Background: an optimization exercise with open tools, aiming at small area and a short achievable clock period. Do not read the settings as production practice.
No run shown here included a check of the RTL's function; only the layout flow was run.
In every run shown here, the design's own scripts or RTL, not TritonCTS, make the clock network.
The clock input has no modelled driver; a real chip could not lean on it and would need a root buffer or a full tree.

==> flow/design.v, too long to show whole: its modules and the start of the top module <==
// module mul16_top: 15 lines
// module multiplier: 1627 lines
// module mul_fa: 4 lines
// module mul_a21oi: 3 lines
// module mul_inv: 3 lines
// module mul_nand2: 3 lines
// module mul_nor2: 3 lines
// module mul_o21ai: 3 lines
// module mul_xnor2: 3 lines
// module mul_xor2: 3 lines
// module mul_xnor: 3 lines
// module mul_or: 3 lines
// module mul_nand4: 3 lines
module mul16_top(
    input clk,
    input [15:0] a,
    input [15:0] b,
    output reg [31:0] res
);
  // ...
==> flow/flow/run.sh <==
#!/bin/bash
# Own layout flow: the standard ORFS flow (standard.sh), with
#  - port buffers of a small, fast buffer cell instead of the default delay buffer;
#  - the clock tree rebuilt after CTS as one level of four buffers driven by the clock
#    port (flatten_clock_core.tcl), which shortens the clock's insertion delay for all
#    registers alike;
#  - after that, and after global routing, timing repair aiming for setup slack above a
#    margin, so that the design is sized for the period it can reach rather than left at
#    minimum size by the loose clock.
# make's output goes to standard.log here; ORFS keeps each step's log in orfs/logs.
set -euo pipefail
cd "$(dirname "$0")/.."
export FLOW_DIR_OWN="$PWD/flow"
export FLOW_SETUP_MARGIN=0
export FLOW_IN_REG_CELL=sky130_fd_sc_hd__dfxtp_4
export BUFFER_PORTS_ARGS="-buffer_cell sky130_fd_sc_hd__buf_1"
export CTS_ARGS="-sink_clustering_enable -repair_clock_nets -dont_use_dummy_load -buf_list sky130_fd_sc_hd__clkbuf_8"
export POST_CTS_TCL="$PWD/flow/flatten_clock_post.tcl"
export PRE_GLOBAL_ROUTE_TCL="$PWD/flow/grt_margin.tcl"
bash standard.sh > standard.log 2>&1
==> flow/flow/flatten_clock_core.tcl <==
# Rebuild the clock tree that CTS made as a single level: the clock port drives
# NLEAF clock buffers directly, each driving the registers of one region of the
# core. This removes the root buffer level and so the clock's insertion delay
# (it does not skew registers against each other: all go through one buffer).
set nleaf 4
set bufcell sky130_fd_sc_hd__clkbuf_16
set block [ord::get_db_block]
set clknet [$block findNet clk]
# every register clock pin (sink) of the tree, and every clock-tree buffer
set sinks {}
set bufs {}
set todo [list $clknet]
while {[llength $todo]} {
  set net [lindex $todo 0]
  set todo [lrange $todo 1 end]
  foreach it [$net getITerms] {
    if {![$it isInputSignal] && [$it getIoType] ne "INPUT"} { continue }
    set inst [$it getInst]
    set m [[$inst getMaster] getName]
    if {[string match "sky130_fd_sc_hd__clkbuf*" $m] || [string match "sky130_fd_sc_hd__clkinv*" $m] || [string match "sky130_fd_sc_hd__buf*" $m]} {
      if {[lsearch -exact $bufs $inst] < 0} {
        lappend bufs $inst
        foreach o [$inst getITerms] {
          if {[$o isOutputSignal]} { lappend todo [$o getNet] }
        }
      }
    } else {
      lappend sinks $it
    }
  }
}
puts "flatten_clock: [llength $sinks] sinks, [llength $bufs] buffers"
# split the sinks into nleaf groups: halves by x, then each half by y
proc loc {it} {
  set b [[$it getInst] getBBox]
  return [list [expr {([$b xMin] + [$b xMax]) / 2}] [expr {([$b yMin] + [$b yMax]) / 2}]]
}
proc split_by {items idx} {
  set s [lsort -real -index 1 [lmap it $items {list $it [lindex [loc $it] $idx]}]]
  set n [expr {[llength $s] / 2}]
  return [list [lmap p [lrange $s 0 [expr {$n - 1}]] {lindex $p 0}] [lmap p [lrange $s $n end] {lindex $p 0}]]
}
set groups {}
foreach half [split_by $sinks 0] {
  foreach q [split_by $half 1] { lappend groups $q }
}
# remove the old tree
foreach inst $bufs {
  foreach o [$inst getITerms] {
    if {[$o isOutputSignal]} {
      set n [$o getNet]
      foreach it [$n getITerms] { $it disconnect }
      odb::dbNet_destroy $n
    }
  }
  odb::dbInst_destroy $inst
}
# one buffer per group, at the group's centre
set master [[ord::get_db] findMaster $bufcell]
set k 0
foreach g $groups {
  set sx 0; set sy 0
  foreach it $g { lassign [loc $it] x y; incr sx $x; incr sy $y }
  set cx [expr {$sx / [llength $g]}]; set cy [expr {$sy / [llength $g]}]
  set inst [odb::dbInst_create $block $master "clkbuf_leaf_$k"]
  set net [odb::dbNet_create $block "clknet_leaf_$k"]
  $net setSigType CLOCK
  [$inst findITerm A] connect $clknet
  [$inst findITerm X] connect $net
  foreach it $g { $it connect $net }
  $inst setLocation $cx $cy
  $inst setPlacementStatus PLACED
  puts "flatten_clock: clkbuf_leaf_$k drives [llength $g] sinks"
  incr k
}
==> flow/flow/flatten_clock_post.tcl <==
source $::env(FLOW_DIR_OWN)/flatten_clock_core.tcl
if {[info exists ::env(FLOW_IN_REG_CELL)] && $::env(FLOW_IN_REG_CELL) ne ""} {
  foreach inst [get_cells {a_r* b_r*}] {
    replace_cell $inst $::env(FLOW_IN_REG_CELL)
  }
}
detailed_placement
estimate_parasitics -placement
# size the design for the period it can reach: repair setup against a margin
set ::env(SETUP_SLACK_MARGIN) $::env(FLOW_SETUP_MARGIN)
repair_timing_helper
detailed_placement
check_placement -verbose
==> flow/flow/grt_margin.tcl <==
# the global-route stage's timing repair uses the same setup margin as after CTS
set ::env(SETUP_SLACK_MARGIN) $::env(FLOW_SETUP_MARGIN)
==> flow/standard.sh <==
#!/bin/bash
# synth_recipe.tcl (not shown) runs the flow's synth.tcl, then flattens the netlist and writes it again
# the make line also repeats each setting of config.mk as NAME=value (left out here)
make -C /OpenROAD-flow-scripts/flow DESIGN_CONFIG=/design/flow/config.mk WORK_HOME=/design/flow/orfs CLKGATE_MAP_FILE= SYNTH_SCRIPT=/design/flow/synth_recipe.tcl "${@:-finish}"
==> flow/config.mk <==
export PLATFORM = sky130hd
export DESIGN_NAME = mul16_top
export DESIGN_NICKNAME = mul16_top
export VERILOG_FILES = /design/flow/design.v
export SDC_FILE = /design/flow/constraint.sdc
export NUM_CORES = 4
export LEC_CHECK = 0
export CAP_MARGIN = 20
export CORE_MARGIN = 2
export CORE_UTILIZATION = 55
export SLEW_MARGIN = 20
export SYNTH_HIERARCHICAL = 1
==> flow/constraint.sdc <==
create_clock -name core_clock -period 22.0 [get_ports {clk}]
set_input_delay 4.4000 -clock core_clock [delete_from_list [all_inputs] [get_ports {clk}]]
set_output_delay 4.4000 -clock core_clock [all_outputs]
set_load 0.01 [all_outputs]
==> summary.txt, run 1 <==
- Initial core utilization: 0.567
- RSZ-0062 raised after global routing: false
- Number of hold-slack violations in the final timing report: 0
- Highest-count cells in the layout ignoring fill and taps: 285 x nand2_1, 195 x fa_1, 64 x buf_1, 55 x xnor2_1, 44 x o21ai_1
- Overall die height: 130 um
- M1 WL: 7820 um
- Number of DRC violations after detailed routing: 0
- Combinational family with the most area after synthesis: adder cells
- Post-Synth Simple-Gate Area: 0.158
- Synth area leaders: fa_1 45%, dfxtp_1 15%, nand2_1 12%
- Full die area: 16800 sq um
- DPL Wire Length: 15400 um
- Worst slew margin relative to its limit: 0.553
- Number of synthesized register bits: 64
- Most common cell in the netlist: nand2_1
- Max-capacitance violation count: 0
- Async S/R FF share, synth: 0
- Max Transition Viols Final: 0
- Fraction of standard cell area that is sequential: 0.165
- Net count of the mapped netlist: 1085
- Crit Reg-Reg Endpoint: res[30]
- Number of antenna violations at the first check in global routing: 0
- Critical path's largest stage delay: 510 ps
- Pin count of the biggest net entering global routing: 23
- Hold EP: res[0]
- Overall Global Routing Usage: 0.269
- Met2 capacity usage during global routing: 0.468
- Biggest cell category by area in the final layout: multi-input combinational cells
- Status: timing/DRC/antenna clean
- Number of antenna diodes: 0
- Maximum operating frequency: 180 MHz
- Post-route insts no fill: 1048
- Synth top cells by count: 285 x nand2_1, 195 x fa_1, 64 x dfxtp_1, 62 x buf_6, 55 x xnor2_1
- Post-Synthesis Mean Instance Area: 10.1 sq um
- Distinct cell type count after synthesis: 15
- Adder-cell share of the synthesized area: 0.449
- Met1 Usage GRT: 0.338
==> inputs of run 2 (changes only) <==
--- a/flow/design.v
+++ b/flow/design.v
@@ -906,16 +906,33 @@
   wire n885;
   wire n886;
   wire n887;
   wire n888;
   wire n889;
   wire n890;
   wire n891;
   wire n892;
+  wire n893;
+  wire n894;
+  wire n895;
+  wire n896;
+  wire n897;
+  wire n898;
+  wire n899;
+  wire n900;
+  wire n901;
+  wire n902;
+  wire n903;
+  wire n904;
+  wire n905;
+  wire n906;
+  wire n907;
+  wire n908;
+  wire n909;
   assign pp1 = ~(a[0] & b[0]);
   assign pp2 = ~(a[1] & b[0]);
   assign pp3 = ~(a[2] & b[0]);
   assign pp4 = ~(a[3] & b[0]);
   assign pp5 = ~(a[4] & b[0]);
   assign pp6 = ~(a[5] & b[0]);
   assign pp7 = ~(a[6] & b[0]);
   assign pp8 = ~(a[7] & b[0]);
@@ -1463,188 +1480,205 @@
   mul_nor2 u_n745 (.a(n690), .b(n688), .y(n745));
   mul_o21ai u_n746 (.a(n690), .b(n687), .c(n689), .y(n746));
   mul_nor2 u_n747 (.a(n694), .b(n692), .y(n747));
   mul_o21ai u_n748 (.a(n694), .b(n691), .c(n693), .y(n748));
   mul_nor2 u_n749 (.a(n698), .b(n696), .y(n749));
   mul_o21ai u_n750 (.a(n698), .b(n695), .c(n697), .y(n750));
   mul_nor2 u_n751 (.a(n702), .b(n700), .y(n751));
   mul_o21ai u_n752 (.a(n702), .b(n699), .c(n701), .y(n752));
-  mul_nor2 u_n753 (.a(n706), .b(n704), .y(n753));
-  mul_o21ai u_n754 (.a(n706), .b(n703), .c(n705), .y(n754));
-  mul_a21oi u_n755 (.a(n741), .b(n740), .c(n742), .y(n755));
-  mul_nand2 u_n756 (.a(n745), .b(n743), .y(n756));
-  mul_a21oi u_n757 (.a(n745), .b(n744), .c(n746), .y(n757));
-  mul_nand2 u_n758 (.a(n749), .b(n747), .y(n758));
-  mul_a21oi u_n759 (.a(n749), .b(n748), .c(n750), .y(n759));
-  mul_nand2 u_n760 (.a(n753), .b(n751), .y(n760));
-  mul_a21oi u_n761 (.a(n753), .b(n752), .c(n754), .y(n761));
-  mul_o21ai u_n762 (.a(n756), .b(n755), .c(n757), .y(n762));
-  mul_nor2 u_n763 (.a(n760), .b(n758), .y(n763));
-  mul_o21ai u_n764 (.a(n760), .b(n759), .c(n761), .y(n764));
-  mul_a21oi u_n765 (.a(n763), .b(n762), .c(n764), .y(n765));
-  mul_inv u_n766 (.a(n762), .y(n766));
-  mul_o21ai u_n767 (.a(n758), .b(n766), .c(n759), .y(n767));
-  mul_inv u_n768 (.a(n755), .y(n768));
-  mul_a21oi u_n769 (.a(n743), .b(n768), .c(n744), .y(n769));
-  mul_a21oi u_n770 (.a(n747), .b(n762), .c(n748), .y(n770));
-  mul_a21oi u_n771 (.a(n751), .b(n767), .c(n752), .y(n771));
-  mul_inv u_n772 (.a(n740), .y(n772));
-  mul_o21ai u_n773 (.a(n680), .b(n772), .c(n679), .y(n773));
-  mul_o21ai u_n774 (.a(n684), .b(n755), .c(n683), .y(n774));
-  mul_o21ai u_n775 (.a(n688), .b(n769), .c(n687), .y(n775));
-  mul_o21ai u_n776 (.a(n692), .b(n766), .c(n691), .y(n776));
-  mul_o21ai u_n777 (.a(n696), .b(n770), .c(n695), .y(n777));
-  mul_inv u_n778 (.a(n767), .y(n778));
-  mul_o21ai u_n779 (.a(n700), .b(n778), .c(n699), .y(n779));
-  mul_o21ai u_n780 (.a(n704), .b(n771), .c(n703), .y(n780));
-  mul_o21ai u_n781 (.a(n708), .b(n765), .c(n707), .y(n781));
-  mul_inv u_n782 (.a(n781), .y(n782));
-  mul_o21ai u_n783 (.a(n710), .b(n782), .c(n709), .y(n783));
-  mul_nor2 u_n784 (.a(n712), .b(n710), .y(n784));
-  mul_o21ai u_n785 (.a(n712), .b(n709), .c(n711), .y(n785));
-  mul_nor2 u_n786 (.a(n714), .b(n712), .y(n786));
-  mul_o21ai u_n787 (.a(n714), .b(n711), .c(n713), .y(n787));
-  mul_nor2 u_n788 (.a(n716), .b(n714), .y(n788));
-  mul_o21ai u_n789 (.a(n716), .b(n713), .c(n715), .y(n789));
-  mul_nor2 u_n790 (.a(n718), .b(n716), .y(n790));
-  mul_o21ai u_n791 (.a(n718), .b(n715), .c(n717), .y(n791));
-  mul_nor2 u_n792 (.a(n720), .b(n718), .y(n792));
-  mul_o21ai u_n793 (.a(n720), .b(n717), .c(n719), .y(n793));
-  mul_nor2 u_n794 (.a(n722), .b(n720), .y(n794));
-  mul_o21ai u_n795 (.a(n722), .b(n719), .c(n721), .y(n795));
-  mul_nor2 u_n796 (.a(n724), .b(n722), .y(n796));
-  mul_o21ai u_n797 (.a(n724), .b(n721), .c(n723), .y(n797));
-  mul_nor2 u_n798 (.a(n726), .b(n724), .y(n798));
-  mul_o21ai u_n799 (.a(n726), .b(n723), .c(n725), .y(n799));
-  mul_nor2 u_n800 (.a(n728), .b(n726), .y(n800));
-  mul_o21ai u_n801 (.a(n728), .b(n725), .c(n727), .y(n801));
-  mul_nor2 u_n802 (.a(n730), .b(n728), .y(n802));
-  mul_o21ai u_n803 (.a(n730), .b(n727), .c(n729), .y(n803));
-  mul_nor2 u_n804 (.a(n732), .b(n730), .y(n804));
-  mul_o21ai u_n805 (.a(n732), .b(n729), .c(n731), .y(n805));
-  mul_nor2 u_n806 (.a(n734), .b(n732), .y(n806));
-  mul_o21ai u_n807 (.a(n734), .b(n731), .c(n733), .y(n807));
-  mul_nor2 u_n808 (.a(n736), .b(n734), .y(n808));
-  mul_o21ai u_n809 (.a(n736), .b(n733), .c(n735), .y(n809));
-  mul_a21oi u_n810 (.a(n784), .b(n781), .c(n785), .y(n810));
-  mul_a21oi u_n811 (.a(n786), .b(n783), .c(n787), .y(n811));
-  mul_nand2 u_n812 (.a(n788), .b(n784), .y(n812));
-  mul_a21oi u_n813 (.a(n788), .b(n785), .c(n789), .y(n813));
-  mul_nand2 u_n814 (.a(n790), .b(n786), .y(n814));
-  mul_a21oi u_n815 (.a(n790), .b(n787), .c(n791), .y(n815));
-  mul_nand2 u_n816 (.a(n792), .b(n788), .y(n816));
-  mul_a21oi u_n817 (.a(n792), .b(n789), .c(n793), .y(n817));
-  mul_nand2 u_n818 (.a(n794), .b(n790), .y(n818));
-  mul_a21oi u_n819 (.a(n794), .b(n791), .c(n795), .y(n819));
-  mul_nand2 u_n820 (.a(n796), .b(n792), .y(n820));
-  mul_a21oi u_n821 (.a(n796), .b(n793), .c(n797), .y(n821));
-  mul_nand2 u_n822 (.a(n798), .b(n794), .y(n822));
-  mul_a21oi u_n823 (.a(n798), .b(n795), .c(n799), .y(n823));
-  mul_nand2 u_n824 (.a(n800), .b(n796), .y(n824));
-  mul_a21oi u_n825 (.a(n800), .b(n797), .c(n801), .y(n825));
-  mul_nand2 u_n826 (.a(n802), .b(n798), .y(n826));
-  mul_a21oi u_n827 (.a(n802), .b(n799), .c(n803), .y(n827));
-  mul_nand2 u_n828 (.a(n804), .b(n800), .y(n828));
-  mul_a21oi u_n829 (.a(n804), .b(n801), .c(n805), .y(n829));
-  mul_nand2 u_n830 (.a(n806), .b(n802), .y(n830));
-  mul_a21oi u_n831 (.a(n806), .b(n803), .c(n807), .y(n831));
-  mul_nand2 u_n832 (.a(n808), .b(n804), .y(n832));
-  mul_a21oi u_n833 (.a(n808), .b(n805), .c(n809), .y(n833));
-  mul_o21ai u_n834 (.a(n812), .b(n782), .c(n813), .y(n834));
-  mul_inv u_n835 (.a(n783), .y(n835));
-  mul_o21ai u_n836 (.a(n814), .b(n835), .c(n815), .y(n836));
-  mul_o21ai u_n837 (.a(n816), .b(n810), .c(n817), .y(n837));
-  mul_o21ai u_n838 (.a(n818), .b(n811), .c(n819), .y(n838));
-  mul_nor2 u_n839 (.a(n820), .b(n812), .y(n839));
-  mul_o21ai u_n840 (.a(n820), .b(n813), .c(n821), .y(n840));
-  mul_nor2 u_n841 (.a(n822), .b(n814), .y(n841));
-  mul_o21ai u_n842 (.a(n822), .b(n815), .c(n823), .y(n842));
-  mul_nor2 u_n843 (.a(n824), .b(n816), .y(n843));
-  mul_o21ai u_n844 (.a(n824), .b(n817), .c(n825), .y(n844));
-  mul_nor2 u_n845 (.a(n826), .b(n818), .y(n845));
-  mul_o21ai u_n846 (.a(n826), .b(n819), .c(n827), .y(n846));
-  mul_nor2 u_n847 (.a(n828), .b(n820), .y(n847));
-  mul_o21ai u_n848 (.a(n828), .b(n821), .c(n829), .y(n848));
-  mul_nor2 u_n849 (.a(n830), .b(n822), .y(n849));
-  mul_o21ai u_n850 (.a(n830), .b(n823), .c(n831), .y(n850));
-  mul_nor2 u_n851 (.a(n832), .b(n824), .y(n851));
-  mul_o21ai u_n852 (.a(n832), .b(n825), .c(n833), .y(n852));
-  mul_a21oi u_n853 (.a(n839), .b(n781), .c(n840), .y(n853));
-  mul_a21oi u_n854 (.a(n841), .b(n783), .c(n842), .y(n854));
-  mul_inv u_n855 (.a(n810), .y(n855));
-  mul_a21oi u_n856 (.a(n843), .b(n855), .c(n844), .y(n856));
-  mul_inv u_n857 (.a(n811), .y(n857));
-  mul_a21oi u_n858 (.a(n845), .b(n857), .c(n846), .y(n858));
-  mul_a21oi u_n859 (.a(n847), .b(n834), .c(n848), .y(n859));
-  mul_a21oi u_n860 (.a(n849), .b(n836), .c(n850), .y(n860));
-  mul_a21oi u_n861 (.a(n851), .b(n837), .c(n852), .y(n861));
-  mul_inv u_n862 (.a(pp1), .y(n862));
-  assign res[0] = n862;
-  mul_xor2 u_n863 (.a(n678), .b(n738), .y(n863));
-  assign res[1] = n863;
-  mul_xor2 u_n864 (.a(n680), .b(n740), .y(n864));
-  assign res[2] = n864;
-  mul_xor2 u_n865 (.a(n682), .b(n773), .y(n865));
-  assign res[3] = n865;
-  mul_xor2 u_n866 (.a(n684), .b(n768), .y(n866));
-  assign res[4] = n866;
-  mul_xor2 u_n867 (.a(n686), .b(n774), .y(n867));
-  assign res[5] = n867;
-  mul_xnor2 u_n868 (.a(n688), .b(n769), .y(n868));
-  assign res[6] = n868;
-  mul_xor2 u_n869 (.a(n690), .b(n775), .y(n869));
-  assign res[7] = n869;
-  mul_xor2 u_n870 (.a(n692), .b(n762), .y(n870));
-  assign res[8] = n870;
-  mul_xor2 u_n871 (.a(n694), .b(n776), .y(n871));
-  assign res[9] = n871;
-  mul_xnor2 u_n872 (.a(n696), .b(n770), .y(n872));
-  assign res[10] = n872;
-  mul_xor2 u_n873 (.a(n698), .b(n777), .y(n873));
-  assign res[11] = n873;
-  mul_xor2 u_n874 (.a(n700), .b(n767), .y(n874));
-  assign res[12] = n874;
-  mul_xor2 u_n875 (.a(n702), .b(n779), .y(n875));
-  assign res[13] = n875;
-  mul_xnor2 u_n876 (.a(n704), .b(n771), .y(n876));
-  assign res[14] = n876;
-  mul_xor2 u_n877 (.a(n706), .b(n780), .y(n877));
-  assign res[15] = n877;
-  mul_xnor2 u_n878 (.a(n708), .b(n765), .y(n878));
-  assign res[16] = n878;
-  mul_xor2 u_n879 (.a(n710), .b(n781), .y(n879));
-  assign res[17] = n879;
-  mul_xor2 u_n880 (.a(n712), .b(n783), .y(n880));
-  assign res[18] = n880;
-  mul_xor2 u_n881 (.a(n714), .b(n855), .y(n881));
-  assign res[19] = n881;
-  mul_xor2 u_n882 (.a(n716), .b(n857), .y(n882));
-  assign res[20] = n882;
-  mul_xor2 u_n883 (.a(n718), .b(n834), .y(n883));
-  assign res[21] = n883;
-  mul_xor2 u_n884 (.a(n720), .b(n836), .y(n884));
-  assign res[22] = n884;
-  mul_xor2 u_n885 (.a(n722), .b(n837), .y(n885));
-  assign res[23] = n885;
-  mul_xor2 u_n886 (.a(n724), .b(n838), .y(n886));
-  assign res[24] = n886;
-  mul_xnor2 u_n887 (.a(n726), .b(n853), .y(n887));
-  assign res[25] = n887;
-  mul_xnor2 u_n888 (.a(n728), .b(n854), .y(n888));
-  assign res[26] = n888;
-  mul_xnor2 u_n889 (.a(n730), .b(n856), .y(n889));
-  assign res[27] = n889;
-  mul_xnor2 u_n890 (.a(n732), .b(n858), .y(n890));
-  assign res[28] = n890;
-  mul_xnor2 u_n891 (.a(n734), .b(n859), .y(n891));
-  assign res[29] = n891;
-  mul_xnor2 u_n892 (.a(n736), .b(n860), .y(n892));
-  assign res[30] = n892;
-  assign res[31] = n861;
+  mul_a21oi u_n753 (.a(n741), .b(n740), .c(n742), .y(n753));
+  mul_nand2 u_n754 (.a(n745), .b(n743), .y(n754));
+  mul_a21oi u_n755 (.a(n745), .b(n744), .c(n746), .y(n755));
+  mul_nand2 u_n756 (.a(n749), .b(n747), .y(n756));
+  mul_a21oi u_n757 (.a(n749), .b(n748), .c(n750), .y(n757));
+  mul_o21ai u_n758 (.a(n754), .b(n753), .c(n755), .y(n758));
+  mul_inv u_n759 (.a(n758), .y(n759));
+  mul_o21ai u_n760 (.a(n756), .b(n759), .c(n757), .y(n760));
+  mul_inv u_n761 (.a(n753), .y(n761));
+  mul_a21oi u_n762 (.a(n743), .b(n761), .c(n744), .y(n762));
+  mul_a21oi u_n763 (.a(n747), .b(n758), .c(n748), .y(n763));
+  mul_a21oi u_n764 (.a(n751), .b(n760), .c(n752), .y(n764));
+  mul_inv u_n765 (.a(n740), .y(n765));
+  mul_o21ai u_n766 (.a(n680), .b(n765), .c(n679), .y(n766));
+  mul_o21ai u_n767 (.a(n684), .b(n753), .c(n683), .y(n767));
+  mul_o21ai u_n768 (.a(n688), .b(n762), .c(n687), .y(n768));
+  mul_o21ai u_n769 (.a(n692), .b(n759), .c(n691), .y(n769));
+  mul_o21ai u_n770 (.a(n696), .b(n763), .c(n695), .y(n770));
+  mul_inv u_n771 (.a(n760), .y(n771));
+  mul_o21ai u_n772 (.a(n700), .b(n771), .c(n699), .y(n772));
+  mul_o21ai u_n773 (.a(n704), .b(n764), .c(n703), .y(n773));
+  mul_nor2 u_n774 (.a(n706), .b(n704), .y(n774));
+  mul_o21ai u_n775 (.a(n706), .b(n703), .c(n705), .y(n775));
+  mul_nor2 u_n776 (.a(n708), .b(n706), .y(n776));
+  mul_o21ai u_n777 (.a(n708), .b(n705), .c(n707), .y(n777));
+  mul_nor2 u_n778 (.a(n710), .b(n708), .y(n778));
+  mul_o21ai u_n779 (.a(n710), .b(n707), .c(n709), .y(n779));
+  mul_nor2 u_n780 (.a(n712), .b(n710), .y(n780));
+  mul_o21ai u_n781 (.a(n712), .b(n709), .c(n711), .y(n781));
+  mul_nor2 u_n782 (.a(n714), .b(n712), .y(n782));
+  mul_o21ai u_n783 (.a(n714), .b(n711), .c(n713), .y(n783));
+  mul_nor2 u_n784 (.a(n716), .b(n714), .y(n784));
+  mul_o21ai u_n785 (.a(n716), .b(n713), .c(n715), .y(n785));
+  mul_nor2 u_n786 (.a(n718), .b(n716), .y(n786));
+  mul_o21ai u_n787 (.a(n718), .b(n715), .c(n717), .y(n787));
+  mul_nor2 u_n788 (.a(n720), .b(n718), .y(n788));
+  mul_o21ai u_n789 (.a(n720), .b(n717), .c(n719), .y(n789));
+  mul_nor2 u_n790 (.a(n722), .b(n720), .y(n790));
+  mul_o21ai u_n791 (.a(n722), .b(n719), .c(n721), .y(n791));
+  mul_nor2 u_n792 (.a(n724), .b(n722), .y(n792));
+  mul_o21ai u_n793 (.a(n724), .b(n721), .c(n723), .y(n793));
+  mul_nor2 u_n794 (.a(n726), .b(n724), .y(n794));
+  mul_o21ai u_n795 (.a(n726), .b(n723), .c(n725), .y(n795));
+  mul_nor2 u_n796 (.a(n728), .b(n726), .y(n796));
+  mul_o21ai u_n797 (.a(n728), .b(n725), .c(n727), .y(n797));
+  mul_nor2 u_n798 (.a(n730), .b(n728), .y(n798));
+  mul_o21ai u_n799 (.a(n730), .b(n727), .c(n729), .y(n799));
+  mul_nor2 u_n800 (.a(n732), .b(n730), .y(n800));
+  mul_o21ai u_n801 (.a(n732), .b(n729), .c(n731), .y(n801));
+  mul_nor2 u_n802 (.a(n734), .b(n732), .y(n802));
+  mul_o21ai u_n803 (.a(n734), .b(n731), .c(n733), .y(n803));
+  mul_nor2 u_n804 (.a(n736), .b(n734), .y(n804));
+  mul_o21ai u_n805 (.a(n736), .b(n733), .c(n735), .y(n805));
+  mul_inv u_n806 (.a(n764), .y(n806));
+  mul_a21oi u_n807 (.a(n774), .b(n806), .c(n775), .y(n807));
+  mul_a21oi u_n808 (.a(n776), .b(n773), .c(n777), .y(n808));
+  mul_nand2 u_n809 (.a(n778), .b(n774), .y(n809));
+  mul_a21oi u_n810 (.a(n778), .b(n775), .c(n779), .y(n810));
+  mul_nand2 u_n811 (.a(n780), .b(n776), .y(n811));
+  mul_a21oi u_n812 (.a(n780), .b(n777), .c(n781), .y(n812));
+  mul_nand2 u_n813 (.a(n782), .b(n778), .y(n813));
+  mul_a21oi u_n814 (.a(n782), .b(n779), .c(n783), .y(n814));
+  mul_nand2 u_n815 (.a(n784), .b(n780), .y(n815));
+  mul_a21oi u_n816 (.a(n784), .b(n781), .c(n785), .y(n816));
+  mul_nand2 u_n817 (.a(n786), .b(n782), .y(n817));
+  mul_a21oi u_n818 (.a(n786), .b(n783), .c(n787), .y(n818));
+  mul_nand2 u_n819 (.a(n788), .b(n784), .y(n819));
+  mul_a21oi u_n820 (.a(n788), .b(n785), .c(n789), .y(n820));
+  mul_nand2 u_n821 (.a(n790), .b(n786), .y(n821));
+  mul_a21oi u_n822 (.a(n790), .b(n787), .c(n791), .y(n822));
+  mul_nand2 u_n823 (.a(n792), .b(n788), .y(n823));
+  mul_a21oi u_n824 (.a(n792), .b(n789), .c(n793), .y(n824));
+  mul_nand2 u_n825 (.a(n794), .b(n790), .y(n825));
+  mul_a21oi u_n826 (.a(n794), .b(n791), .c(n795), .y(n826));
+  mul_nand2 u_n827 (.a(n796), .b(n792), .y(n827));
+  mul_a21oi u_n828 (.a(n796), .b(n793), .c(n797), .y(n828));
+  mul_nand2 u_n829 (.a(n798), .b(n794), .y(n829));
+  mul_a21oi u_n830 (.a(n798), .b(n795), .c(n799), .y(n830));
+  mul_nand2 u_n831 (.a(n800), .b(n796), .y(n831));
+  mul_a21oi u_n832 (.a(n800), .b(n797), .c(n801), .y(n832));
+  mul_nand2 u_n833 (.a(n802), .b(n798), .y(n833));
+  mul_a21oi u_n834 (.a(n802), .b(n799), .c(n803), .y(n834));
+  mul_nand2 u_n835 (.a(n804), .b(n800), .y(n835));
+  mul_a21oi u_n836 (.a(n804), .b(n801), .c(n805), .y(n836));
+  mul_o21ai u_n837 (.a(n809), .b(n764), .c(n810), .y(n837));
+  mul_inv u_n838 (.a(n773), .y(n838));
+  mul_o21ai u_n839 (.a(n811), .b(n838), .c(n812), .y(n839));
+  mul_o21ai u_n840 (.a(n813), .b(n807), .c(n814), .y(n840));
+  mul_o21ai u_n841 (.a(n815), .b(n808), .c(n816), .y(n841));
+  mul_nor2 u_n842 (.a(n817), .b(n809), .y(n842));
+  mul_o21ai u_n843 (.a(n817), .b(n810), .c(n818), .y(n843));
+  mul_nor2 u_n844 (.a(n819), .b(n811), .y(n844));
+  mul_o21ai u_n845 (.a(n819), .b(n812), .c(n820), .y(n845));
+  mul_nor2 u_n846 (.a(n821), .b(n813), .y(n846));
+  mul_o21ai u_n847 (.a(n821), .b(n814), .c(n822), .y(n847));
+  mul_nor2 u_n848 (.a(n823), .b(n815), .y(n848));
+  mul_o21ai u_n849 (.a(n823), .b(n816), .c(n824), .y(n849));
+  mul_nor2 u_n850 (.a(n825), .b(n817), .y(n850));
+  mul_o21ai u_n851 (.a(n825), .b(n818), .c(n826), .y(n851));
+  mul_nor2 u_n852 (.a(n827), .b(n819), .y(n852));
+  mul_o21ai u_n853 (.a(n827), .b(n820), .c(n828), .y(n853));
+  mul_nor2 u_n854 (.a(n829), .b(n821), .y(n854));
+  mul_o21ai u_n855 (.a(n829), .b(n822), .c(n830), .y(n855));
+  mul_nor2 u_n856 (.a(n831), .b(n823), .y(n856));
+  mul_o21ai u_n857 (.a(n831), .b(n824), .c(n832), .y(n857));
+  mul_nor2 u_n858 (.a(n833), .b(n825), .y(n858));
+  mul_o21ai u_n859 (.a(n833), .b(n826), .c(n834), .y(n859));
+  mul_nor2 u_n860 (.a(n835), .b(n827), .y(n860));
+  mul_o21ai u_n861 (.a(n835), .b(n828), .c(n836), .y(n861));
+  mul_a21oi u_n862 (.a(n842), .b(n806), .c(n843), .y(n862));
+  mul_a21oi u_n863 (.a(n844), .b(n773), .c(n845), .y(n863));
+  mul_inv u_n864 (.a(n807), .y(n864));
+  mul_a21oi u_n865 (.a(n846), .b(n864), .c(n847), .y(n865));
+  mul_inv u_n866 (.a(n808), .y(n866));
+  mul_a21oi u_n867 (.a(n848), .b(n866), .c(n849), .y(n867));
+  mul_a21oi u_n868 (.a(n850), .b(n837), .c(n851), .y(n868));
+  mul_a21oi u_n869 (.a(n852), .b(n839), .c(n853), .y(n869));
+  mul_a21oi u_n870 (.a(n854), .b(n840), .c(n855), .y(n870));
+  mul_a21oi u_n871 (.a(n856), .b(n841), .c(n857), .y(n871));
+  mul_nand2 u_n872 (.a(n858), .b(n842), .y(n872));
+  mul_a21oi u_n873 (.a(n858), .b(n843), .c(n859), .y(n873));
+  mul_nand2 u_n874 (.a(n860), .b(n844), .y(n874));
+  mul_a21oi u_n875 (.a(n860), .b(n845), .c(n861), .y(n875));
+  mul_o21ai u_n876 (.a(n872), .b(n764), .c(n873), .y(n876));
+  mul_o21ai u_n877 (.a(n874), .b(n838), .c(n875), .y(n877));
+  mul_inv u_n878 (.a(pp1), .y(n878));
+  assign res[0] = n878;
+  mul_xor2 u_n879 (.a(n678), .b(n738), .y(n879));
+  assign res[1] = n879;
+  mul_xor2 u_n880 (.a(n680), .b(n740), .y(n880));
+  assign res[2] = n880;
+  mul_xor2 u_n881 (.a(n682), .b(n766), .y(n881));
+  assign res[3] = n881;
+  mul_xor2 u_n882 (.a(n684), .b(n761), .y(n882));
+  assign res[4] = n882;
+  mul_xor2 u_n883 (.a(n686), .b(n767), .y(n883));
+  assign res[5] = n883;
+  mul_xnor2 u_n884 (.a(n688), .b(n762), .y(n884));
+  assign res[6] = n884;
+  mul_xor2 u_n885 (.a(n690), .b(n768), .y(n885));
+  assign res[7] = n885;
+  mul_xor2 u_n886 (.a(n692), .b(n758), .y(n886));
+  assign res[8] = n886;
+  mul_xor2 u_n887 (.a(n694), .b(n769), .y(n887));
+  assign res[9] = n887;
+  mul_xnor2 u_n888 (.a(n696), .b(n763), .y(n888));
+  assign res[10] = n888;
+  mul_xor2 u_n889 (.a(n698), .b(n770), .y(n889));
+  assign res[11] = n889;
+  mul_xor2 u_n890 (.a(n700), .b(n760), .y(n890));
+  assign res[12] = n890;
+  mul_xor2 u_n891 (.a(n702), .b(n772), .y(n891));
+  assign res[13] = n891;
+  mul_xor2 u_n892 (.a(n704), .b(n806), .y(n892));
+  assign res[14] = n892;
+  mul_xor2 u_n893 (.a(n706), .b(n773), .y(n893));
+  assign res[15] = n893;
+  mul_xor2 u_n894 (.a(n708), .b(n864), .y(n894));
+  assign res[16] = n894;
+  mul_xor2 u_n895 (.a(n710), .b(n866), .y(n895));
+  assign res[17] = n895;
+  mul_xor2 u_n896 (.a(n712), .b(n837), .y(n896));
+  assign res[18] = n896;
+  mul_xor2 u_n897 (.a(n714), .b(n839), .y(n897));
+  assign res[19] = n897;
+  mul_xor2 u_n898 (.a(n716), .b(n840), .y(n898));
+  assign res[20] = n898;
+  mul_xor2 u_n899 (.a(n718), .b(n841), .y(n899));
+  assign res[21] = n899;
+  mul_xnor2 u_n900 (.a(n720), .b(n862), .y(n900));
+  assign res[22] = n900;
+  mul_xnor2 u_n901 (.a(n722), .b(n863), .y(n901));
+  assign res[23] = n901;
+  mul_xnor2 u_n902 (.a(n724), .b(n865), .y(n902));
+  assign res[24] = n902;
+  mul_xnor2 u_n903 (.a(n726), .b(n867), .y(n903));
+  assign res[25] = n903;
+  mul_xnor2 u_n904 (.a(n728), .b(n868), .y(n904));
+  assign res[26] = n904;
+  mul_xnor2 u_n905 (.a(n730), .b(n869), .y(n905));
+  assign res[27] = n905;
+  mul_xnor2 u_n906 (.a(n732), .b(n870), .y(n906));
+  assign res[28] = n906;
+  mul_xnor2 u_n907 (.a(n734), .b(n871), .y(n907));
+  assign res[29] = n907;
+  mul_xor2 u_n908 (.a(n736), .b(n876), .y(n908));
+  assign res[30] = n908;
+  mul_inv u_n909 (.a(n877), .y(n909));
+  assign res[31] = n909;
 endmodule
 module mul_fa(input a, input b, input ci, output s, output co);
   assign s = a ^ b ^ ci;
   assign co = (a & b) | (a & ci) | (b & ci);
 endmodule
 module mul_a21oi(input a, input b, input c, output y);
   assign y = ~((a & b) | c);
 endmodule
==> run 2 against run 1 <==
  * Sequential share of layout area decreased by 0.13 points
  * Routed wire length decreased by 0.92%
  * Critical path depth decreased by 4
  * Via count increased by 1.3%
  * Worst hold slack improved by 66 ps
  * Die area increased by 1.8%
  * Cell count increased by 1.4%
  * Flip-flop and latch count unchanged
  * First-iteration DRC count decreased by 8.6%
  * Clock skew increased by 5.7 ps
  * Setup slack improved by 470 ps
==> summary.txt, run 2 <==
- Status: timing/DRC/antenna clean (unchanged)
- Final setup TNS: 0 ps (unchanged)
- Met1 Usage GRT: 0.387 (was 0.338)
- Remaining number of nets flagged by the antenna check after routing: 0 (unchanged)
- GPL Wtd Cong: 0.902 (was 0.879)
- Crit Path Max Fanout: 20 (was 21)
- Register-to-register path setup slack: 16920 ps (was 16440 ps)
- Overall die height: 131 um (was 130 um)
- Distinct cell type count after synthesis: 15 (unchanged)
- Wire per inst: 19.0 um (was 19.4 um)
- Full die area: 17100 sq um (was 16800 sq um)
- Worst reg2reg path startpoint: a_r[4] (was b_r[0])
- Synth top cells by count: 279 x nand2_1, 195 x fa_1, 64 x dfxtp_1, 55 x buf_6, 55 x xnor2_1 (was 285 x nand2_1, 195 x fa_1, 64 x dfxtp_1, 62 x buf_6, 55 x xnor2_1)
- Registers with the highest flip-flop counts: res (32), a_r (16), b_r (16) (unchanged)
- Synth area leaders: fa_1 44%, dfxtp_1 14%, nand2_1 12% (was fa_1 45%, dfxtp_1 15%, nand2_1 12%)
- Vias in the first global route: 6190 (was 6492)
- Die Width: 131 um (was 130 um)
- Global-route wire length before repair: 33200 um (was 34200 um)
- Wirelength, routed: 20200 um (was 20300 um)
- Setup Crit Path Kind: reg -> reg (unchanged)
- Pin count of the biggest net entering global routing: 23 (unchanged)
- Met3 layer usage reported by global route: 0.0464 (was 0.0488)
- Violation count after the first detailed-route iteration: 385 (was 421)
- Number of I/O port buffers: 64 (unchanged)
- Final Worst Setup Slack: 16920 ps (was 16440 ps)
- Overall Global Routing Usage: 0.259 (was 0.269)
- Classification of the worst-slack hold path: reg -> reg (unchanged)
- Net count of the mapped netlist: 1102 (was 1085)
- Post-Synthesis Mean Instance Area: 10.1 sq um (about the same)
- Initial core utilization: 0.559 (was 0.567)
- Worst setup SP type: register (unchanged)
- Via count: 5867 (was 5794)
- Sequential-to-total area share from yosys stat: 0.145 (was 0.147)
- Design area: 8570 sq um (was 8500 sq um)
- Peak-usage layer in the global routing report: met2 (unchanged)
- Top FF cell, synth: dfxtp_1 (unchanged)
- Met2 capacity usage during global routing: 0.402 (was 0.468)
- Core utilization of the finished layout: 0.541 (was 0.555)
- Post-route insts no fill: 1063 (was 1048)
- Max Transition Viols Final: 0 (unchanged)
- Yosys warns: 7 (unchanged)
- Skew-Pair Late Insertion Delay: 150 ps (about the same)
- Shortest period the worst path allows: 5080 ps (was 5560 ps)
- Synth-to-layout area growth: -3.18% (was -2.17%)
- Final nets: 1077 (was 1067)
- Number of synthesized register bits: 64 (unchanged)
- RSZ-0062 raised after global routing: false (unchanged)
- Setup violators final: 0 (unchanged)
- Crit Reg-Reg Endpoint: res[29] (was res[30])
- Area of the mapped netlist: 8850 sq um (was 8690 sq um)
- Via/cell ratio: 5.52 (was 5.53)
- Dominant cell type by area after synthesis: fa_1 (unchanged)
- Worst slew margin relative to its limit: 0.581 (was 0.553)
- Number of hold-slack violations in the final timing report: 0 (unchanged)
- Number of antenna violations at the first check in global routing: 0 (unchanged)
- DPL Wire Length: 15300 um (was 15400 um)
- Async S/R FF share, synth: 0 (unchanged)
- Hold EP: res[0] (unchanged)
- Num ports: 65 (unchanged)
- Largest Register: res (unchanged)
- Start point of the worst hold path: a_r[0] (unchanged)
- Pre-CTS setup slack: 16550 ps (was 16090 ps)
- Instance count after placement with tap cells included: 1059 (was 1044)
- Hold Path Stages: 2 (unchanged)
- Floorplan row count: 46 (was 45)
- Depth of the most critical reg-to-reg path: 16 (was 20)
- Core region area: 15800 sq um (was 15300 sq um)
- Worst clock skew on the final layout: 21.4 ps (was 15.7 ps)
- Layout cell share with drive strength beyond 1: 0.112 (was 0.105)
- Aggregate global routing overflow: 0 (unchanged)
- Crit path required time: 22010 ps (was 22020 ps)
- Fin crit share: 0.231 (was 0.253)
- Cells after synthesis: 874 (was 857)
- Iteration count of the initial detailed-routing pass: 5 (was 6)
- Maximum operating frequency: 197 MHz (was 180 MHz)
- Number of antenna diodes: 0 (unchanged)
- Number of flip-flops in the largest register: 32 (unchanged)
- Clock transition at the register clock pins on the worst setup and hold paths after CTS: 90 ps (was 70 ps)
- Share of the synthesized area in the top cell type: 0.441 (was 0.449)
- Highest-count cells in the layout ignoring fill and taps: 279 x nand2_1, 195 x fa_1, 64 x buf_1, 55 x xnor2_1, 48 x o21ai_1 (was 285 x nand2_1, 195 x fa_1, 64 x buf_1, 55 x xnor2_1, 44 x o21ai_1)
- Worst Setup End Kind: register (unchanged)
- Commonest non-fill, non-tap cell in the layout: nand2_1 (unchanged)
- Max-capacitance violation count: 0 (unchanged)
- Min Hold Slack: 656 ps (was 590 ps)
- Post-detailed-placement cell area: 8350 sq um (was 8280 sq um)
- Number of synthesized flops with an enable pin: 0 (unchanged)
- Number of DRC violations after detailed routing: 0 (unchanged)
- Most common cell in the netlist: nand2_1 (unchanged)
- Arrival time of the worst setup path: 5100 ps (was 5580 ps)
- Actual transition at the worst max-transition pin: 624 ps (was 665 ps)
- Number of clock sinks: 64 (unchanged)
run 2: cell count changes in the layout (fill, tap and decap cells not counted):
cell     previous run  this run
a21oi_2            28        32
o21ai_1            44        48
inv_1              11        12
nor2_1             28        32
nand2_2            16        26
nand2_1           285       279
buf_4               8         1
run 2: cells by family after synthesis:
logic type / share of synthesized area
AND/OR/NAND/NOR: 0.161
adder cells (fa/ha/maj): 0.441
buffers and inverters: 0.120
AO/OA/AOI/OAI: 0.0588
XOR/XNOR: 0.0742
flip-flops: 0.145
run 2: worst max-delay path by stage:
stage	from	end	slack, ps	cells after the start
global placement	b_r[6]	res[29]	16650	16
finish	a_r[4]	res[29]	16920	16
detailed placement	a_r[3]	res[27]	16550	16
floorplan	a_r[4]	res[29]	17230	19
global route	a_r[4]	res[29]	16640	16
run 2: metal layers:
| layer | vias to the layer above | share of wire | wire length (um) |
|---|---|---|---|
| li1 | 2591 | - | - |
| met5 | - | 0 | 0 |
| met3 | 23 | 0.073 | 1470 |
| met2 | 272 | 0.46 | 9240 |
| met1 | 2981 | 0.45 | 9100 |
| met4 | 0 | 0.017 | 339 |
run 2: worst max-delay path: stages (launching register included):
cell     delay, ps
dfxtp_4        520
nand2_1        130
fa_1           570
fa_1           440
fa_1           390
fa_1           510
fa_1           440
xnor2_1        180
nor2_1         170
nand2_1         80
o21ai_1        250
a21oi_2        160
o21ai_1        460
a21oi_2        120
o21ai_1        280
a21oi_2         90
xnor2_1        130
run 2: modules after synthesis (local to each module, per instance), a selection:
module	area [sq um]	copies in the design	cells inside
mul16_top	1280	1	64
mul_fa	20.0	195	1
mul_nor2	3.75	32	1
mul_o21ai	5.00	48	1
mul_xor2	8.76	20	1
multiplier	2050	1	352
run 2: area by class of cell:
class	instances	area, sq um
fill	1470	7260
multi-input combinational	702	6500
timing repair buffer	65	248
buffer	4	100
inverter	12	45.0
sequential	64	1400
tap	216	270

-- static timing again, ports no longer ideal --
In the flow no input, the clock included, has a driving cell. The finished layouts below were timed again as built, in two steps.
Step 1 assumes that a clkbuf_16 drives the clock port and a buf_2 every other input.
Step 2, shift: input delay + t, output delay - t, t = (earliest + latest rising clock arrival at the registers) / 2. This alone moves slack from input paths to output paths.
Slacks: ideal / step 1 / step 2; pairs: ideal / step 1.
run | t (ns) | setup WS [ns] | slew at the worst register clock pin (ns)
run 1 | 0.233 | 16.442 / 16.443 / 16.443 | 0.08 / 0.08
run 2 | 0.241 | 16.917 / 16.878 / 16.917 | 0.09 / 0.09
After both steps setup and hold are still met in every run listed.
